Background: an optimization exercise with open tools, aiming at small area and a short achievable clock period. Do not read the settings as production practice. Only simulation tests tie the RTL to the original design; equivalence was not proved.

== build 83 ==
==> flow/design.v (excerpt) <==
module CL_02(clk, rstn, imem_addr, imem_data, dmem_addr, dmem_wdata, dmem_we, dmem_re, dmem_rdata, wb_en, wb_rd, wb_data);
Size: about 2,000 cells after synthesis, roughly 230 flip-flops, about 96 I/O pins, about 19,000 um2 of cells after synthesis.
clock: 11.0 ns
lec_check: 0
cap_margin: 20
core_margin: 2
core_utilization: 55
place_density: 0.75
setup_slack_margin: 3.5
slew_margin: 20
standard.sh (not shown) runs the stock make flow with config.mk's settings and CLKGATE_MAP_FILE= SYNTH_SCRIPT=/design/flow/synth_recipe.tcl, a recipe that flattens the netlist after the stock synthesis.
==> flow/flow/run.sh <==
#!/bin/bash
# The standard layout (standard.sh: ORFS synthesis through finish), with
# the input and output ports buffered by buf_1 cells instead of the default
# delay buffers.  The ORFS logs stay under orfs/logs; make's own output goes
# to standard.log.
set -o pipefail
bash standard.sh finish BUFFER_PORTS_ARGS="-buffer_cell sky130_fd_sc_hd__buf_1" > standard.log 2>&1
Build 83: all stages complete, timing, DRC and antenna checks passed
Modified inputs, build 92 compared to build 83
Settings: a deleted PLACE_DENSITY that had been 0.75; a change of SETUP_SLACK_MARGIN from 3.5 to 4; a change of CORE_UTILIZATION from 55 to 40.
==> flow/run.sh (new file) <==
#!/bin/bash
# synth_recipe.tcl (not shown) runs the flow's synth.tcl, then flattens the netlist and writes it again
# the make line also repeats each setting of config.mk as NAME=value (left out here)
make -C /OpenROAD-flow-scripts/flow DESIGN_CONFIG=/design/flow/config.mk WORK_HOME=/design/flow/orfs CLKGATE_MAP_FILE= SYNTH_SCRIPT=/design/flow/synth_recipe.tcl finish
removed: flow/flow/run.sh
removed: flow/standard.sh
Findings:
Looking at last element of the critical path, the wb_data[15] result is from build 92; the wb_data[11] one comes from build 83. A launch point of the critical path of opb[4] is what build 92 shows, while ir[3] belongs to build 83. Residual overflow from global routing: build 83 vs build 92, no meaningful difference. Changes observed in build 92 relative to build 83: global-route wire length before repair went up by 14%; global-route usage went down by 4.7 points; synthesized-area fraction occupied by adder cells was more or less identical. Fraction of met1 tracks used by global routing on build 92 is down relative to build 83. When the final numbers for build 83 and build 92 were put side by side, the number of vias after detailed routing turned out to be greater in build 92. On total buffers and inverters traversed by the critical path: between build 83 and build 92, it ends up lower for build 83. Delta (build 92 minus build 83): height of the die now sits higher, utilization now sits lower, number of placement rows now sits higher.
Input-level comparison between build 53 and build 92:
==> flow/flow/run.sh (new file) <==
#!/bin/bash
# The standard layout (standard.sh: ORFS synthesis through finish), with
# the input and output ports buffered by buf_1 cells instead of the default
# delay buffers.  The ORFS logs stay under orfs/logs; make's own output goes
# to standard.log.
set -o pipefail
bash standard.sh finish BUFFER_PORTS_ARGS="-buffer_cell sky130_fd_sc_hd__buf_1" > standard.log 2>&1
==> flow/standard.sh (new file) <==
#!/bin/bash
# synth_recipe.tcl (not shown) runs the flow's synth.tcl, then flattens the netlist and writes it again
# the make line also repeats each setting of config.mk as NAME=value (left out here)
make -C /OpenROAD-flow-scripts/flow DESIGN_CONFIG=/design/flow/config.mk WORK_HOME=/design/flow/orfs CLKGATE_MAP_FILE= SYNTH_SCRIPT=/design/flow/synth_recipe.tcl "${@:-finish}"
removed: flow/run.sh
==> comparison <==
- Worst hold slack: build 53 vs build 92, no meaningful difference
- Comparing build 53 and build 92, the higher routed via count was measured on build 92.
- For met3 usage, build 92 and build 53 come out practically identical.
- Of the two values seen for launching instance or port of the critical path, opa[1] was produced by build 53 and opb[4] by build 92.
- Looking at remaining max-slew budget at the tightest pin across both flows, build 53 is the stronger of the two, with build 92 trailing.
- Build 53 against build 92: source-to-sink clock delay at the later pin of the worst-skew pair comparable, total detailed-routing wirelength now smaller.
## Diff of input files: build 55 against build 53
Settings: CORE_UTILIZATION now 55, was 40; PLACE_DENSITY now 0.75, previously not set.
==> summary.txt <==
In build 55 relative to build 53, placeable core region had gone down by more than a quarter. Going from build 53 to build 55, setup slack grows by 4.2 ps. Diff build 53 and build 55: multi-input gate share of total cell area lower in build 53. Build 55 ended up with met4 as its top layer reached by signal wires; build 53 ended up with met5. Summary: with build 53 as the reference, design area in build 55 moved down by a few percent. Number of CTS-inserted buffers, build 53 and build 55: larger value in build 55. Against build 53, build 55 reports a sequential cell area share that is higher. Build 55 gives less area growth from synthesis to final layout than build 53 did.

== alpha ==
Another version of the RTL of CL_02 (not shown whole).
Size: roughly 2100 cells after synthesis, roughly 230 flip-flops, about 96 I/O pins, about 20000 µm² of cells after synthesis.
## CL_02
module CL_02(clk, rstn, imem_addr, imem_data, dmem_addr, dmem_wdata, dmem_we, dmem_re, dmem_rdata, wb_en, wb_rd, wb_data);
make LEC_CHECK=0 CAP_MARGIN=20 CORE_MARGIN=2 CORE_UTILIZATION=40 SETUP_SLACK_MARGIN=5 SLEW_MARGIN=20 finish   # period 11.0 ns
run.sh (not shown) runs the stock make flow with config.mk's settings and CLKGATE_MAP_FILE= SYNTH_SCRIPT=/design/flow/synth_recipe.tcl, a recipe that flattens the netlist after the stock synthesis.
Stock flow here: none of the scripts above is used.
Modified inputs, beta compared to alpha
Settings: changing SETUP_SLACK_MARGIN from 5 to 4.
[summary]
Going from alpha to beta, largest net degree at the start of global routing now smaller; share of post-route cells with drive strength above 1 now smaller; slew at the pin with the worst max-slew slack now larger.

## juniper
CL_02 with an RTL version that a note above also has.
For scale: about 2,000 cells after synthesis, roughly 0.019 mm^2 of cells after synthesis.
export LEC_CHECK = 0
export CAP_MARGIN = 20
export CORE_MARGIN = 2
export CORE_UTILIZATION = 55
export CTS_CLUSTER_DIAMETER = 100
export CTS_CLUSTER_SIZE = 22
export PLACE_DENSITY = 0.75
export SETUP_SLACK_MARGIN = 4.5
export SLEW_MARGIN = 20
create_clock -name core_clock -period 11.0 [get_ports {clk}]
standard.sh (not shown) runs the stock make flow with config.mk's settings and CLKGATE_MAP_FILE= SYNTH_SCRIPT=/design/flow/synth_recipe.tcl, a recipe that flattens the netlist after the stock synthesis.
==> flow/flow/run.sh <==
#!/bin/bash
# The standard layout (standard.sh: ORFS synthesis through finish), with
# the input and output ports buffered by buf_1 cells instead of the default
# delay buffers.  The ORFS logs stay under orfs/logs; make's own output goes
# to standard.log.
set -o pipefail
bash standard.sh finish BUFFER_PORTS_ARGS="-buffer_cell sky130_fd_sc_hd__buf_1" > standard.log 2>&1
### juniper -> fjord
Settings: swapping 55 for 40 in CORE_UTILIZATION; swapping 4.5 for 4 in SETUP_SLACK_MARGIN; clearing PLACE_DENSITY, which used to be 0.75.
### Flow results
- juniper reports its cell with the largest stage delay on the worst path as sky130_fd_sc_hd__xnor3_1 while fjord reports sky130_fd_sc_hd__maj3_1.
- The multi-input gate area in the final layout in fjord sits 5.0% below the value recorded for juniper.
- Going from juniper to fjord, non-clock buffer count shrank by more than a quarter.
- | share of the final layout cell area in multi-input gates | fjord vs juniper | ≈ equal |
[inputs] maple vs fjord
Settings: PLACE_DENSITY now 0.75, previously not set; CORE_UTILIZATION now 55, was 40.
maple: tightest hold margin is 0.013 ns lower than what fjord reported.
Going from fjord to maple, clock edge transition at the registers on the reported setup and hold paths has remained practically unchanged; synthesized cell count has remained practically unchanged; utilization has increased; number of setup buffers added after CTS has decreased; global-route usage has increased.

==> separate check: timing with driven ports <==
Ports are ideal in the flow. The routed layouts listed here were re-timed in OpenROAD.
Step 1 sets driving cells, clkbuf_16 on the clock port and buf_2 on the other inputs (assumed; they add their load-dependent delay and slew).
Step 2 times the ports against the registers' clock, not the clock port: input delays grow and output delays shrink by t, the midpoint of the rising clock arrivals with the driver on.
a / b / c = no drivers / after step 1 / after step 2; a / b = the first two.
run | shift t [ns] | setup slack, ns | worst setup path at the end | worst slew at a driven data input, ns
build 83 | 0.579 | 3.660 / 3.609 / 3.991 | register to register | 0.06
build 92 | 0.583 | 3.966 / 3.916 / 4.247 | input to output | 0.05
build 53 | 0.564 | 4.037 / 3.988 / 4.323 | register to register | 0.08
build 55 | 0.579 | 4.042 / 3.992 / 4.421 | register to register | 0.06
alpha | 0.573 | 4.178 / 4.129 / 4.155 | input to output | 0.04
beta | 0.599 | 4.029 / 3.977 / 4.193 | input to output | 0.05
juniper | 0.546 | 4.118 / 4.062 / 4.609 | register to output | 0.07
fjord | 0.526 | 4.021 / 3.971 / 4.335 | register to register | 0.08
maple | 0.520 | 3.978 / 3.926 / 4.388 | register to register | 0.06
After both steps every run listed still meets setup and hold. The setup slack of alpha, which loses most, moves by -0.049 ns with the drivers and by -0.023 ns with both steps.
